This design comes from an exercise in tuning for small area, a short achievable clock period and few clock cycles on the open sky130 flow, not from production work. Function was checked by simulation only, so behaviour that the tests miss may differ from the original.

--- run.sh ---
#!/bin/bash
# synth_recipe.tcl (not shown) runs the flow's synth.tcl, then flattens the netlist and writes it again
# the make line also repeats each setting of config.mk as NAME=value (left out here)
make -C /OpenROAD-flow-scripts/flow DESIGN_CONFIG=/design/flow/config.mk WORK_HOME=/design/flow/orfs CLKGATE_MAP_FILE= SYNTH_SCRIPT=/design/flow/synth_recipe.tcl finish
--- config.mk ---
export PLATFORM = sky130hd
export DESIGN_NAME = gemm_controller
export DESIGN_NICKNAME = gemm_controller
export VERILOG_FILES = /design/flow/design.v
export SDC_FILE = /design/flow/constraint.sdc
export NUM_CORES = 4
export LEC_CHECK = 0
export CAP_MARGIN = 20
export CORE_MARGIN = 2
export CORE_UTILIZATION = 40
export PLACE_DENSITY = 0.6
export SLEW_MARGIN = 20
--- constraint.sdc ---
create_clock -name core_clock -period 30.0 [get_ports {clk}]
set_input_delay 6.0000 -clock core_clock [delete_from_list [all_inputs] [get_ports {clk}]]
set_output_delay 6.0000 -clock core_clock [all_outputs]
set_load 0.01 [all_outputs]
--- design.v ---
package mp_types;
  typedef enum logic [1:0] {
    PREC_INT8  = 2'b00,
    PREC_FP16  = 2'b01,
    PREC_FP32  = 2'b10
  } prec_e;
  localparam int W_INT8 = 8;
  localparam int W_FP16 = 16;  
  localparam int W_FP32 = 32;  
  localparam int W_ACC_INT8 = 32;  
endpackage
module int8_mac (
  input  logic         clk,
  input  logic         rstn,
  input  logic         valid,
  input  logic  [7:0]  a,
  input  logic  [7:0]  b,
  input  logic  [31:0] acc_in,
  output logic  [31:0] acc_out
);
  logic signed [15:0] prod;
  assign prod = $signed(a) * $signed(b);
  assign acc_out = acc_in + {{16{prod[15]}}, prod};
endmodule
module fp16_mul(
  input  logic        clk,
  input  logic        rstn,
  input  logic        valid,
  input  logic [15:0] a,
  input  logic [15:0] b,
  output logic [15:0] y,
  output logic        ready
);
  logic        sa, sb, s;
  logic [4:0]  ea, eb;
  logic [9:0]  fa, fb;
  logic        a_nan, b_nan, a_inf, b_inf, a_zero, b_zero;
  logic [21:0] p;
  logic [10:0] mant;
  logic        g, st, inc;
  logic [11:0] mant_r;
  logic signed [7:0] e;
  assign ready = valid;
  always_comb begin
    sa = a[15]; ea = a[14:10]; fa = a[9:0];
    sb = b[15]; eb = b[14:10]; fb = b[9:0];
    s  = sa ^ sb;
    a_nan  = (ea == 5'h1f) && (fa != 10'h0);
    b_nan  = (eb == 5'h1f) && (fb != 10'h0);
    a_inf  = (ea == 5'h1f) && (fa == 10'h0);
    b_inf  = (eb == 5'h1f) && (fb == 10'h0);
    a_zero = (ea == 5'h00);
    b_zero = (eb == 5'h00);
    p = {1'b1, fa} * {1'b1, fb};
    e = $signed({3'b000, ea}) + $signed({3'b000, eb}) - 8'sd15;
    if (p[21]) begin
      mant = p[21:11]; g = p[10]; st = |p[9:0]; e = e + 8'sd1;
    end else begin
      mant = p[20:10]; g = p[9];  st = |p[8:0];
    end
    inc    = g & (st | mant[0]);
    mant_r = {1'b0, mant} + {11'b0, inc};
    if (a_nan || b_nan || (a_inf && b_zero) || (a_zero && b_inf))
      y = 16'h7e00;
    else if (a_inf || b_inf)
      y = {s, 5'h1f, 10'h0};
    else if (a_zero || b_zero)
      y = {s, 15'h0};
    else if (e < 8'sd1)
      y = {s, 15'h0};
    else begin
      if (mant_r[11]) begin
        mant_r = 12'h400;
        e = e + 8'sd1;
      end
      if (e >= 8'sd31) y = {s, 5'h1f, 10'h0};
      else             y = {s, e[4:0], mant_r[9:0]};
    end
  end
endmodule
module fp16_add(
  input  logic        clk,
  input  logic        rstn,
  input  logic        valid,
  input  logic [15:0] a,
  input  logic [15:0] b,
  output logic [15:0] y,
  output logic        ready
);
  logic        sa, sb, sx, sy;
  logic [4:0]  ea, eb, ex, ey;
  logic [9:0]  fa, fb;
  logic        a_nan, b_nan, a_inf, b_inf, a_zero, b_zero;
  logic [4:0]  d;
  logic [13:0] mx, my, my_sh;
  logic        sticky;
  logic [14:0] sum;
  logic [13:0] n;
  logic [3:0]  lz;
  logic [10:0] mant;
  logic        g, st, inc;
  logic [11:0] mant_r;
  logic signed [7:0] e;
  assign ready = valid;
  always_comb begin
    sa = a[15]; ea = a[14:10]; fa = a[9:0];
    sb = b[15]; eb = b[14:10]; fb = b[9:0];
    a_nan  = (ea == 5'h1f) && (fa != 10'h0);
    b_nan  = (eb == 5'h1f) && (fb != 10'h0);
    a_inf  = (ea == 5'h1f) && (fa == 10'h0);
    b_inf  = (eb == 5'h1f) && (fb == 10'h0);
    a_zero = (ea == 5'h00);
    b_zero = (eb == 5'h00);
    if (a[14:0] >= b[14:0]) begin
      sx = sa; ex = ea; mx = {1'b1, fa, 3'b000};
      sy = sb; ey = eb; my = {1'b1, fb, 3'b000};
    end else begin
      sx = sb; ex = eb; mx = {1'b1, fb, 3'b000};
      sy = sa; ey = ea; my = {1'b1, fa, 3'b000};
    end
    d = ex - ey;
    if (d >= 5'd14) begin
      my_sh  = 14'h0;
      sticky = 1'b1;
    end else begin
      my_sh  = my >> d;
      sticky = ((my_sh << d) != my);
    end
    my_sh[0] = my_sh[0] | sticky;
    if (sx == sy) sum = {1'b0, mx} + {1'b0, my_sh};
    else          sum = {1'b0, mx} - {1'b0, my_sh};
    e  = $signed({3'b000, ex});
    lz = 4'd0;
    if (sum[14]) begin
      n = sum[14:1];
      n[0] = sum[1] | sum[0];
      e = e + 8'sd1;
    end else begin
      n = sum[13:0];
      for (int q = 13; q >= 0; q--)
        if (n[13] == 1'b0 && lz < 4'd14) begin
          n  = n << 1;
          lz = lz + 4'd1;
        end
      e = e - $signed({4'b0000, lz});
    end
    mant = n[13:3];
    g    = n[2];
    st   = n[1] | n[0];
    inc  = g & (st | mant[0]);
    mant_r = {1'b0, mant} + {11'b0, inc};
    if (a_nan || b_nan || (a_inf && b_inf && (sa != sb)))
      y = 16'h7e00;
    else if (a_inf)
      y = a;
    else if (b_inf)
      y = b;
    else if (a_zero && b_zero)
      y = {sa & sb, 15'h0};
    else if (a_zero)
      y = b;
    else if (b_zero)
      y = a;
    else if (sum == 15'h0)
      y = 16'h0000;
    else if (e < 8'sd1)
      y = {sx, 15'h0};
    else begin
      if (mant_r[11]) begin
        mant_r = 12'h400;
        e = e + 8'sd1;
      end
      if (e >= 8'sd31) y = {sx, 5'h1f, 10'h0};
      else             y = {sx, e[4:0], mant_r[9:0]};
    end
  end
endmodule
module pe_cell #(
  parameter mp_types::prec_e PREC = mp_types::PREC_INT8
)(
  input  logic clk,
  input  logic rstn,
  input  logic valid,
  input  logic [31:0] acc_in,
  input  logic [31:0] a_in,
  input  logic [31:0] b_in,
  output logic [31:0] acc_out
);
  generate
    if (PREC == mp_types::PREC_INT8) begin : g_int8
      int8_mac u_mac (
        .clk(clk), .rstn(rstn), .valid(valid),
        .a(a_in[7:0]), .b(b_in[7:0]),
        .acc_in(acc_in), .acc_out(acc_out)
      );
    end else if (PREC == mp_types::PREC_FP16) begin : g_fp16
      logic [15:0] prod;
      logic        mready, aready;
      fp16_mul u_mul (.clk(clk), .rstn(rstn), .valid(valid), .a(a_in[15:0]), .b(b_in[15:0]), .y(prod), .ready(mready));
      logic [15:0] sum;
      fp16_add u_add (.clk(clk), .rstn(rstn), .valid(mready), .a(acc_in[15:0]), .b(prod), .y(sum), .ready(aready));
      assign acc_out = {16'b0, sum};
    end
  endgenerate
endmodule
module gemm_controller #(
  parameter int MAX_ELEMS = 16384,
  parameter mp_types::prec_e PREC = mp_types::PREC_FP16
)(
  input  logic        clk,
  input  logic        rstn,
  input  logic        start,
  input  logic [15:0] M, K, Ncols,    
  output logic        done,
  output logic [$clog2(MAX_ELEMS)-1:0] addr_A,
  input  logic [31:0]                  data_A,
  output logic [$clog2(MAX_ELEMS)-1:0] addr_B,
  input  logic [31:0]                  data_B,
  output logic [$clog2(MAX_ELEMS)-1:0] addr_C,
  output logic [31:0]                  data_C,
  output logic                         we_C
);
  typedef enum logic [2:0] {S_IDLE, S_LOAD, S_READ, S_MAC, S_STORE, S_NEXT, S_DONE} state_e;
  state_e s;
  logic [31:0] acc;
  logic [15:0] i,j,k;
  logic [31:0] acc_next;
  function automatic [$clog2(MAX_ELEMS)-1:0] idx_A(input integer r, input integer c);
    idx_A = r*K + c;
  endfunction
  function automatic [$clog2(MAX_ELEMS)-1:0] idx_B(input integer r, input integer c);
    idx_B = r*Ncols + c;
  endfunction
  function automatic [$clog2(MAX_ELEMS)-1:0] idx_C(input integer r, input integer c);
    idx_C = r*Ncols + c;
  endfunction
  pe_cell #(.PREC(PREC)) u_pe (
    .clk(clk), .rstn(rstn), .valid(s==S_MAC),
    .acc_in(acc), .a_in(data_A), .b_in(data_B), .acc_out(acc_next)
  );
  always_ff @(posedge clk) begin
    if (!rstn) begin
      s    <= S_IDLE; done <= 1'b0; we_C <= 1'b0;
      i<='0; j<='0; k<='0; acc<='0; addr_A<='0; addr_B<='0;
    end else begin
      we_C <= 1'b0; done <= 1'b0;
      unique case (s)
        S_IDLE: if (start) begin i<=0; j<=0; k<=0; acc<='0; s<=S_LOAD; end
        S_LOAD: begin
          addr_A <= idx_A(i,k);
          addr_B <= idx_B(k,j);
          s <= S_READ;
        end
        S_READ: begin
          s <= S_MAC;
        end
        S_MAC: begin
          acc <= acc_next;
          if (k+1 < K) begin
            k <= k+1;
            s <= S_LOAD;
          end else begin
            s <= S_STORE;
          end
        end
        S_STORE: begin
          addr_C <= idx_C(i,j);
          data_C <= acc;
          we_C   <= 1'b1;
          s <= S_NEXT;
        end
        S_NEXT: begin
          acc <= '0; k <= 0;
          if (j+1 < Ncols) begin j <= j+1; s <= S_LOAD; end
          else if (i+1 < M) begin j <= 0; i <= i+1; s <= S_LOAD; end
          else begin s <= S_DONE; end
        end
        S_DONE: begin done <= 1'b1; s <= S_IDLE; end
      endcase
    end
  end
endmodule
==> summary.md <==
| Metric | Value |
|---|---|
| Status | `complete, no violations` |
| Routing usage on met2 | `42.38%` |
| Startpoint Class | `primary input` |
| Longest Clk Path Bufs | `2` |
| Async SR Flop Fraction | `0%` |
| Sink Count | `127` |
| First-pass detailed-route iteration total | `6` |
| GR Layer Usage met1 | `between 30 and 40%` |
| Count of cell types in the netlist | `116` |
| Nets | `just under 5k` |
| Vias | `around 28k` |
| First-pass GRT wire length | `roughly 150 mm` |
| Global Route Usage Sum | `25.06%` |
| Fin crit period | `28.99 ns` |
| Post-synth EDFFs | `30` |
| Slew @ Worst Pin | `~1.1 ns` |
| Cell mode on critical path | `ha_1` |
| Synth Warn # | `3` |
| HP Class | `flop to flop` |
| IO Pins | `between 150 and 200` |
| Vias in the first global route | `27.91k` |
| Commonest non-fill, non-tap cell in the layout | `nand2_1` |
| Overflow after GRT | `0` |
| FF+latch count, synth | `around 130` |
| Relative slew slack | `between 20 and 30%` |
| Final Max Slew Viols | `0` |
| Placed cell count | `about 5k` |
| Hpwl dp | `~76 mm` |
| Total CTS buffers | `17` |
| Average cell area after synthesis | `around 7.7 sq um` |
| M3 GR Usage | `around 3.1%` |
| Final hold violation count | `0` |
| CTS root buffer | `clkbuf_16` |
| TritonCTS clock tree | `yes` |
| Commonest cells after routing, fill and taps aside | `nand2_1, inv_1, buf_4, ha_1, fa_1` |
| GRT busiest layer | `met2` |
| Post-route DRC | `0` |
| Die Y | `275.3 microns` |
| Critical path peak fanout | `7` |
| Area delta synth->final | `20.66%` |
| GP Congestion | `0.9419` |
| Post-Synthesis Cell Area | `29450 sq um` |
| Maxcap violations | `0` |
| Hold Buf Count CTS | `0` |
| Largest net degree at the start of global routing | `87` |
| # fillers | `7240` |
| Chip width | `275.3 microns` |
| Port Buf Inserts | `142` |
| CP Data Arrival Time | `between 20 and 30 ns` |
| Core ar. | `72960 sq um` |
| Die area | `75810 sq um` |
| Row Count | `99` |
| Clk_skew | `0.01644 ns` |
| Final TNS setup | `0 ns` |
| Drt wl/cell | `18.17 microns` |
| Initial drt markers | `between 2k and 2.5k` |
| Slowest stage delay, CP | `0.55 ns` |
| Initial antenna violation count | `2` |
| Antenna-violating nets left | `0` |
| Layout Cells excl Fill | `a little over 5k` |
| Slowest cell on crit path | `fa_1` |
| Share of post-route cells with drive strength above 1 | `14.93%` |
| Final setup viols | `0` |
| Register area share after synthesis | `9.653%` |
| DR vias/cell | `about 5.5` |
| Reg clk slew, reported paths | `0.06 ns` |
| Worst skew pair latency | `~0.48 ns` |
| Initial core utilization | `about two fifths` |
| Synth Flop Type | `dfxtp_1` |
| Setup crit end kind | `flop` |
| Detailed Route WL | `94.24 mm` |
| Period utilisation layout | `96.62%` |
| Post-Synthesis Cells | `between 3k and 4k` |
| CP required | `slightly above 30 ns` |
| Crit Path Category | `primary input to flop` |
| F_max | `34.50 MHz` |
| H-tree lvl count | `4` |
## critical path, delay by kind of cell
family,cells,cell delay [ns]
mux,6,1.55
buf+inv,17,2.33
fa+ha+maj,20,6.71
compound gates,41,6.67
xor+xnor,3,0.46
simple gates,38,5.64
## stage by stage
step	instance area, sq um	hold WS [ns]	setup WS, ns	utilization [%]
after global placement	34370	0.4434	-0.2458	47.11
after global routing	35530	0.4769	-0.2556	48.70
after CTS	34930	0.4552	0.08055	47.87
after detailed placement	34370	0.4461	-0.2885	47.11
after floorplan	29540	0.4517	0.004970	-
final	35530	0.4543	1.015	48.70
## layout make-up
cell class | instances | area [sq um] | share of cell area (%)
Clock buffer | 17 | 425.4 | 1.197
Antenna cell | 1 | 2.502 | 0.007042
Multi-Input combinational cell | 3002 | 24340 | 68.49
Sequential cell | 127 | 2843 | 8.000
Tap cell | 959 | 1200 | 3.377
Inverter | 493 | 1851 | 5.208
Timing Repair Buffer | 573 | 4747 | 13.36
Clock inverter | 15 | 127.6 | 0.3592
## sequential cells by signal, indices dropped and copies added (netlist names)
name	cells
acc	16
data_C	16
i	16
j	16
k	16
addr_A	14
addr_B	14
addr_C	14
s	3
done	1
we_C	1
## metal layers
| layer | vias up | share of wire (%) |
|---|---|---|
| li1 | 13616 | - |
| met2 | 847 | 47 |
| met1 | 13699 | 44 |
| met3 | 137 | 6.1 |
| met4 | 2 | 2.3 |
| met5 | - | 0.013 |
## path summary, 6_finish.rpt
path,startpoint,endpoint,slack [ns],cells past startpoint
setup reg to reg,acc[11],acc[12],12.39,96
hold / removal,addr_A[0],addr_A[0],0.45,2
setup / recovery,data_A[1],acc[12],1.01,125
hold reg to reg,addr_A[0],addr_A[0],0.45,2
## timing repair
action,in CTS,in global routing
resized for setup,0,117
endpoints found under the setup margin,0,15
buffers inserted,0,14
hold endpoints to repair,0,0
## synthesized netlist by cell type (34+ instances only)
cell type / number / share of area, %
clkbuf_1: 157 / 2.0
fa_1: 287 / 20
and2_1: 177 / 3.8
dfxtp_1: 97 / 6.6
a21oi_1: 224 / 3.8
nand3_1: 98 / 1.7
and3_1: 48 / 1.0
nor2_1: 260 / 3.3
o211ai_1: 34 / 0.87
nand2_1: 521 / 6.6
inv_1: 492 / 6.3
xor2_1: 63 / 1.9
xnor2_1: 171 / 5.1
nor3_1: 51 / 0.87
a21o_1: 42 / 1.1
o21ai_0: 120 / 2.0
ha_1: 293 / 12
nand4_1: 41 / 0.87
## logic make-up (layout without fill, tap and decap cells)
group,count (synthesis),in the layout,share of synthesized area (%)
flops,127,127,9.653
fa+ha+maj,580,580,31.96
mux,40,40,1.568
other cells,1,17,0.01273
xor+xnor,234,234,6.959
compound gates,778,778,18.29
buf+inv,704,1098,9.466
simple gates,1354,1354,22.09
Testbench counts, summed over its fixed seeds: cycles 219,963.

[afterwards: timing with drivers on the ports]
No port has a modelled driver above. Below, the same layout with a new extraction and two added sets of constraints.
Step 1, drivers: a clkbuf_16 drives clk and a buf_2 each remaining input, both assumed.
Step 2 times the ports against the registers' clock, not the clock port: input delays grow and output delays shrink by t, the midpoint of the rising clock arrivals with the driver on.
Three values: no drivers, after step 1, after step 2; two values: the first two.
t (ns): 0.529
setup slack, ns: 1.015 / 1.049 / 0.520
worst slew at a driven data input, ns: 0.12
After both steps this run still meets setup and hold. The setup slack of this run moves by +0.034 ns with the drivers and by -0.495 ns with both steps.
